Background: an optimization exercise with open tools, aiming at small area. Do not read the settings as production practice.
Where RTL was checked, it was by simulation tests only, not by an equivalence proof against the original.
Power and IR drop assume default switching activity.

==> inputs of run E <==
==> flow/design.v <==
`default_nettype none
module write_step #(parameter W = 32, parameter DEC = 0)
                   (input  wire [W-1:0] q,
                    input  wire         ci,
                    output wire [W-1:0] s);
  localparam NB = (W + 7) / 8;
  wire [W-1:0]  p = DEC ? ~q : q;    
  wire [NB-1:0] all;                 
  wire [NB:0]   cb;                  
  wire [W:0]    t;
  assign cb[0] = ci;
  genvar i, k;
  generate
    for (k = 0; k < NB; k = k + 1) begin : blk
      localparam LO = 8 * k;
      localparam HI = (8 * k + 7 < W) ? 8 * k + 7 : W - 1;
      assign all[k]   = &p[HI:LO];
      assign cb[k+1]  = cb[k] & all[k];
      assign t[LO]    = cb[k];
      for (i = LO; i < HI; i = i + 1) begin : bit_
        assign t[i+1] = t[i] & p[i];
      end
    end
  endgenerate
  assign s = q ^ t[W-1:0];
endmodule
module write(input  wire         clock,
             input  wire         resetn,
             input  wire [ 63:0] m_dst_addr,
             input  wire [ 31:0] m_input_index,
             output wire [ 31:0] m_output_value,
             output reg          m_ready_out,
             input  wire         m_valid_in,
             output reg          m_valid_out,
             input  wire         m_ready_in,
             input  wire [511:0] dst_readdata,
             input  wire         dst_readdatavalid,
             input  wire         dst_waitrequest,
             output wire [ 31:0] dst_address,
             output wire         dst_read,
             output wire         dst_write,
             input  wire         dst_writeack,
             output wire [511:0] dst_writedata,
             output wire [ 63:0] dst_byteenable,
             output wire [  4:0] dst_burstcount);
  reg        wr;       
  reg        pre1;     
  reg        gap;      
  reg        ack;      
  reg        fin;      
  reg        adv;      
  reg [31:0] cycle;
  reg [27:0] j;        
  reg [23:0] nb;       
  reg        z8;       
  reg [ 3:0] lc;       
  reg [ 9:0] addr_lo;
  reg [21:0] addr_hi;
  wire [3:0] w      = j[3:0];
  wire start        = m_ready_out & m_valid_in;
  wire accept       = wr & ~dst_waitrequest;
  wire at_nb        = (j[27:4] == nb);
  wire last         = at_nb;
  wire gap_end      = at_nb & z8;
  wire [3:0] w_inc  = w + 4'd1;
  wire eob          = (w_inc == (last ? lc : 4'd0));
  wire waiting      = ack | (gap & gap_end);
  wire done         = waiting & dst_writeack;
  wire nxt_burst    = accept & (w == 4'd15);
  always @(posedge clock) begin
    if (!resetn) begin
      m_ready_out <= 1'b1;
      m_valid_out <= 1'b0;
      wr          <= 1'b0;
      pre1        <= 1'b0;
      gap         <= 1'b0;
      ack         <= 1'b0;
      fin         <= 1'b0;
    end else begin
      if (start) m_ready_out <= 1'b0;
      else if (m_valid_out & m_ready_in) m_ready_out <= 1'b1;
      if (fin) m_valid_out <= 1'b1;
      else if (m_ready_in) m_valid_out <= 1'b0;
      pre1 <= start;
      gap  <= pre1 | (accept & eob & ~last);
      if (gap & ~gap_end) wr <= 1'b1;
      else if (accept & eob) wr <= 1'b0;
      if (accept & eob & last) ack <= 1'b1;
      else if (gap & gap_end) ack <= ~dst_writeack;
      else if (dst_writeack) ack <= 1'b0;
      fin <= done;
    end
  end
  wire [31:0] cycle_inc;
  write_step #(32, 0) cycle_step(cycle, ~(fin | m_valid_out), cycle_inc);
  always @(posedge clock) begin
    if (m_ready_out) cycle <= 32'hffffffff;
    else             cycle <= cycle_inc;
  end
  wire [27:0] j_inc;
  write_step #(28, 0) j_step(j, accept, j_inc);
  always @(posedge clock) begin
    if (m_ready_out) j <= 28'd0;
    else             j <= j_inc;
  end
  wire [21:0] addr_hi_inc;
  write_step #(22, 0) addr_step(addr_hi, adv, addr_hi_inc);
  always @(posedge clock) begin
    adv <= nxt_burst;
    if (m_ready_out) addr_hi <= m_dst_addr[31:10];
    else             addr_hi <= addr_hi_inc;
  end
  always @(posedge clock) begin
    if (m_ready_out) begin
      nb      <= m_input_index[31:8];
      z8      <= (m_input_index[7:0] == 8'd0);
      lc      <= m_input_index[7:4] + {3'd0, |m_input_index[3:0]};
      addr_lo <= m_dst_addr[9:0];
    end
  end
  assign m_output_value = cycle;
  assign dst_address    = {addr_hi, addr_lo};
  assign dst_read       = 1'b0;
  assign dst_write      = wr;
  assign dst_byteenable = {64{1'b1}};
  assign dst_burstcount = {~last | (lc == 4'd0), last ? lc : 4'd0};
  genvar e;
  generate
    for (e = 0; e < 16; e = e + 1) begin : lane
      assign dst_writedata[32*e+31:32*e] = {j, e[3:0]};
    end
  endgenerate
endmodule
`default_nettype wire
==> flow/flow/run.sh <==
#!/bin/bash
# The standard layout (standard.sh) with these choices changed:
#  - ports are buffered with the smallest buffer (buf_1);
#  - each constant is driven by one tie cell instead of one tie cell per load;
#  - the synthesis buffers are removed before global placement, which then
#    runs without its timing-driven buffering;
#  - the clock tree uses clkbuf_8 without dummy loads.
# make's full output goes to standard.log in this folder; each ORFS step also
# keeps its own log under orfs/logs.
set -euo pipefail
export BUFFER_PORTS_ARGS="-buffer_cell sky130_fd_sc_hd__buf_1"
export SKIP_REPAIR_TIE_FANOUT=1
export PRE_GLOBAL_PLACE_TCL="$PWD/flow/pre_gpl.tcl"
export CTS_ARGS="-sink_clustering_enable -repair_clock_nets -dont_use_dummy_load -buf_list sky130_fd_sc_hd__clkbuf_8 -sink_clustering_size 40 -sink_clustering_max_diameter 150"
bash standard.sh > standard.log 2>&1
==> flow/flow/pre_gpl.tcl <==
# Global placement runs without timing-driven mode, which is what would
# otherwise remove the buffers synthesis put on the output ports; remove them
# here instead.
remove_buffers
==> flow/standard.sh <==
#!/bin/bash
# synth_recipe.tcl (not shown) runs the flow's synth.tcl, then flattens the netlist and writes it again
# the make line also repeats each setting of config.mk as NAME=value (left out here)
make -C /OpenROAD-flow-scripts/flow DESIGN_CONFIG=/design/flow/config.mk WORK_HOME=/design/flow/orfs CLKGATE_MAP_FILE= SYNTH_SCRIPT=/design/flow/synth_recipe.tcl "${@:-finish}"
==> flow/config.mk <==
export PLATFORM = sky130hd
export DESIGN_NAME = write
export DESIGN_NICKNAME = write
export VERILOG_FILES = /design/flow/design.v
export SDC_FILE = /design/flow/constraint.sdc
export NUM_CORES = 4
export LEC_CHECK = 0
export CAP_MARGIN = 20
export CORE_AREA = 5 5 535 75
export DIE_AREA = 0 0 540 80
export GPL_TIMING_DRIVEN = 0
export PLACE_DENSITY = 0.7
export SETUP_SLACK_MARGIN = 0.2
export SLEW_MARGIN = 20
==> flow/constraint.sdc <==
create_clock -name core_clock -period 4.0 [get_ports {clock}]
set_input_delay 0.8000 -clock core_clock [delete_from_list [all_inputs] [get_ports {clock}]]
set_output_delay 0.8000 -clock core_clock [all_outputs]
set_load 0.01 [all_outputs]
==> run Z: changes against run E <==
--- a/flow/design.v
+++ b/flow/design.v
@@ -49,5 +49,4 @@
   reg        ack;      
   reg        fin;      
-  reg        adv;      
   reg [31:0] cycle;
   reg [27:0] j;        
@@ -105,7 +104,6 @@
   end
   wire [21:0] addr_hi_inc;
-  write_step #(22, 0) addr_step(addr_hi, adv, addr_hi_inc);
+  write_step #(22, 0) addr_step(addr_hi, nxt_burst, addr_hi_inc);
   always @(posedge clock) begin
-    adv <= nxt_burst;
     if (m_ready_out) addr_hi <= m_dst_addr[31:10];
     else             addr_hi <= addr_hi_inc;
==> flow/flow/run.sh (replaced) <==
#!/bin/bash
# The standard layout (standard.sh), with two placement choices changed:
# ports are buffered with the smallest buffer, and each constant is driven by
# a single tie cell instead of one tie cell per load.
set -euo pipefail
export BUFFER_PORTS_ARGS="-buffer_cell sky130_fd_sc_hd__buf_1"
export SKIP_REPAIR_TIE_FANOUT=1
export CTS_ARGS="-sink_clustering_enable -repair_clock_nets -dont_use_dummy_load -buf_list sky130_fd_sc_hd__clkbuf_8 -sink_clustering_size 40 -sink_clustering_max_diameter 150"
bash standard.sh > standard.log 2>&1
CORE_AREA = 5 5 455 455   (was 5 5 535 75)
DIE_AREA = 0 0 460 460   (was 0 0 540 80)
GPL_TIMING_DRIVEN = unset   (was 0)
SETUP_SLACK_MARGIN = unset   (was 0.2)
removed: flow/flow/pre_gpl.tcl
==> run H: changes against run E <==
==> flow/design.v (replaced) <==
`default_nettype none
module write(input  wire         clock,
             input  wire         resetn,
             input  wire [ 63:0] m_dst_addr,
             input  wire [ 31:0] m_input_index,
             output wire [ 31:0] m_output_value,
             output reg          m_ready_out,
             input  wire         m_valid_in,
             output reg          m_valid_out,
             input  wire         m_ready_in,
             input  wire [511:0] dst_readdata,
             input  wire         dst_readdatavalid,
             input  wire         dst_waitrequest,
             output wire [ 31:0] dst_address,
             output wire         dst_read,
             output wire         dst_write,
             input  wire         dst_writeack,
             output wire [511:0] dst_writedata,
             output wire [ 63:0] dst_byteenable,
             output wire [  4:0] dst_burstcount);
  reg        wr;       
  reg        pre1;     
  reg        gap;      
  reg        ack;      
  reg        fin;      
  reg [31:0] cycle;
  reg [ 3:0] w;        
  reg [23:0] b;        
  reg [23:0] rb;       
  reg        z8;       
  reg [ 3:0] lc;       
  reg [ 9:0] addr_lo;
  reg [21:0] addr_hi;
  wire start  = m_ready_out & m_valid_in;
  wire accept = wr & ~dst_waitrequest;
  wire last   = (rb[23:1] == 23'd0) & (rb[0] == z8);
  wire [3:0] w_inc = w + 4'd1;
  wire eob    = (w_inc == (last ? lc : 4'd0));
  wire done   = ack & dst_writeack;
  always @(posedge clock) begin
    if (!resetn) begin
      m_ready_out <= 1'b1;
      m_valid_out <= 1'b0;
      wr          <= 1'b0;
      pre1        <= 1'b0;
      gap         <= 1'b0;
      ack         <= 1'b0;
      fin         <= 1'b0;
    end else begin
      if (start) m_ready_out <= 1'b0;
      else if (m_valid_out & m_ready_in) m_ready_out <= 1'b1;
      if (fin) m_valid_out <= 1'b1;
      else if (m_ready_in) m_valid_out <= 1'b0;
      pre1 <= start;
      gap  <= pre1 | (accept & eob & ~last);
      if (gap) wr <= 1'b1;
      else if (accept & eob) wr <= 1'b0;
      if (accept & eob & last) ack <= 1'b1;
      else if (dst_writeack) ack <= 1'b0;
      fin <= done;
    end
  end
  always @(posedge clock) begin
    if (m_ready_out) cycle <= 32'd0;
    else if (~(fin | m_valid_out | done)) cycle <= cycle + 32'd1;
  end
  wire       nxt_burst = accept & (w == 4'd15);
  always @(posedge clock) begin
    if (m_ready_out) begin
      w <= 4'd0;
      b <= 24'd0;
    end else if (accept) begin
      w <= w_inc;
      if (w == 4'd15) b <= b + 24'd1;
    end
  end
  always @(posedge clock) begin
    if (m_ready_out) begin
      rb      <= m_input_index[31:8];
      addr_hi <= m_dst_addr[31:10];
    end else begin
      rb      <= rb - {23'd0, nxt_burst};
      addr_hi <= addr_hi + {21'd0, nxt_burst};
    end
  end
  always @(posedge clock) begin
    if (m_ready_out) begin
      z8      <= (m_input_index[7:0] == 8'd0);
      lc      <= m_input_index[7:4] + {3'd0, |m_input_index[3:0]};
      addr_lo <= m_dst_addr[9:0];
    end
  end
  assign m_output_value = cycle;
  assign dst_address    = {addr_hi, addr_lo};
  assign dst_read       = 1'b0;
  assign dst_write      = wr;
  assign dst_byteenable = {64{1'b1}};
  assign dst_burstcount = {~last | (lc == 4'd0), last ? lc : 4'd0};
  genvar e;
  generate
    for (e = 0; e < 16; e = e + 1) begin : lane
      assign dst_writedata[32*e+31:32*e] = {b, w, e[3:0]};
    end
  endgenerate
endmodule
`default_nettype wire
==> flow/flow/run.sh (replaced) <==
#!/bin/bash
# The standard layout (standard.sh), with two placement choices changed:
# ports are buffered with the smallest buffer, and each constant is driven by
# a single tie cell instead of one tie cell per load.
set -euo pipefail
export BUFFER_PORTS_ARGS="-buffer_cell sky130_fd_sc_hd__buf_1"
export SKIP_REPAIR_TIE_FANOUT=1
export CTS_ARGS="-sink_clustering_enable -repair_clock_nets -dont_use_dummy_load -buf_list sky130_fd_sc_hd__clkbuf_8 -sink_clustering_size 40 -sink_clustering_max_diameter 150"
bash standard.sh > standard.log 2>&1
CORE_AREA = 5 5 295 295   (was 5 5 535 75)
DIE_AREA = 0 0 300 300   (was 0 0 540 80)
GPL_TIMING_DRIVEN = unset   (was 0)
PLACE_DENSITY = unset   (was 0.7)
SETUP_SLACK_MARGIN = unset   (was 0.2)
removed: flow/flow/pre_gpl.tcl
==> notes.md <==
- Run H failed in I/O pin placement. Run E passed the timing, DRC and antenna checks. Run Z produced a clean layout.
- Of run E and run Z, run Z has the higher die area (gap 80%, measured against run Z).
- In sequential power, run Z and run E hardly differ.
- Of run Z and run E, run Z has the higher maximum frequency (gap 9.1%, measured against run E).
- Against run E, the via count of run Z is larger by 0.98%.
- In run Z the clock power is smaller than in run E, by about 0.6%.
- Total power: run E is lower than run Z (about 0.2%).
==> figures <==
	run H	run E	run Z
Result of the run	stopped before the end	no timing/DRC/antenna violations	no timing/DRC/antenna violations
Stage where the flow stopped	I/O pin placement	-	-
Highest layer used for signal routing	-	met5	met5
Shortest clock period the worst path allows after layout	-	3780 ps	3470 ps
CP Buf/Inv Count	-	1	1
Number of standard cells in the final layout excluding fillers	-	1535	3733
Cts hold-fix bufs	-	0	0
Tapcell Cnt	-	513	2672
Stage delay of the slowest cell on the critical path	-	1120 ps	700 ps
Share of synthesized cell area in and, or, nand and nor gates	14.6%	7.96%	8.03%
Final setup violation count	-	0	0
Root buffer cell	-	sky130_fd_sc_hd__clkbuf_8	sky130_fd_sc_hd__clkbuf_8
Vias in the first global route	-	4928	5188
Leading cell type in the layout, fill and taps excluded	-	sky130_fd_sc_hd__buf_1	sky130_fd_sc_hd__buf_1
Only the layout flow was run in run H; the RTL was not checked for function there.

==> what the ideal ports hide <==
No port has a modelled driver above. Below, the same layouts with a new extraction and two added sets of constraints.
Step 1: set_driving_cell puts a clkbuf_16 on clock and a buf_2 on each other input, an assumption about the parent block.
Step 2 moves the port delays by t, midway between the first and last clock arrival at a register: inputs arrive t later, outputs are due t later. That takes back most of the time a late clock gives input paths.
Slacks: no drivers / after step 1 / after step 2; pairs: no drivers / after step 1.
run	t, ns	slack for setup (ns)	hold slack, ns
run E	0.465	0.220 / 0.190 / 0.655	0.499 / 0.499 / 0.499
run Z	0.501	0.534 / 0.476 / 0.575	0.414 / 0.414 / 0.414
After both steps every run listed still meets setup and hold.
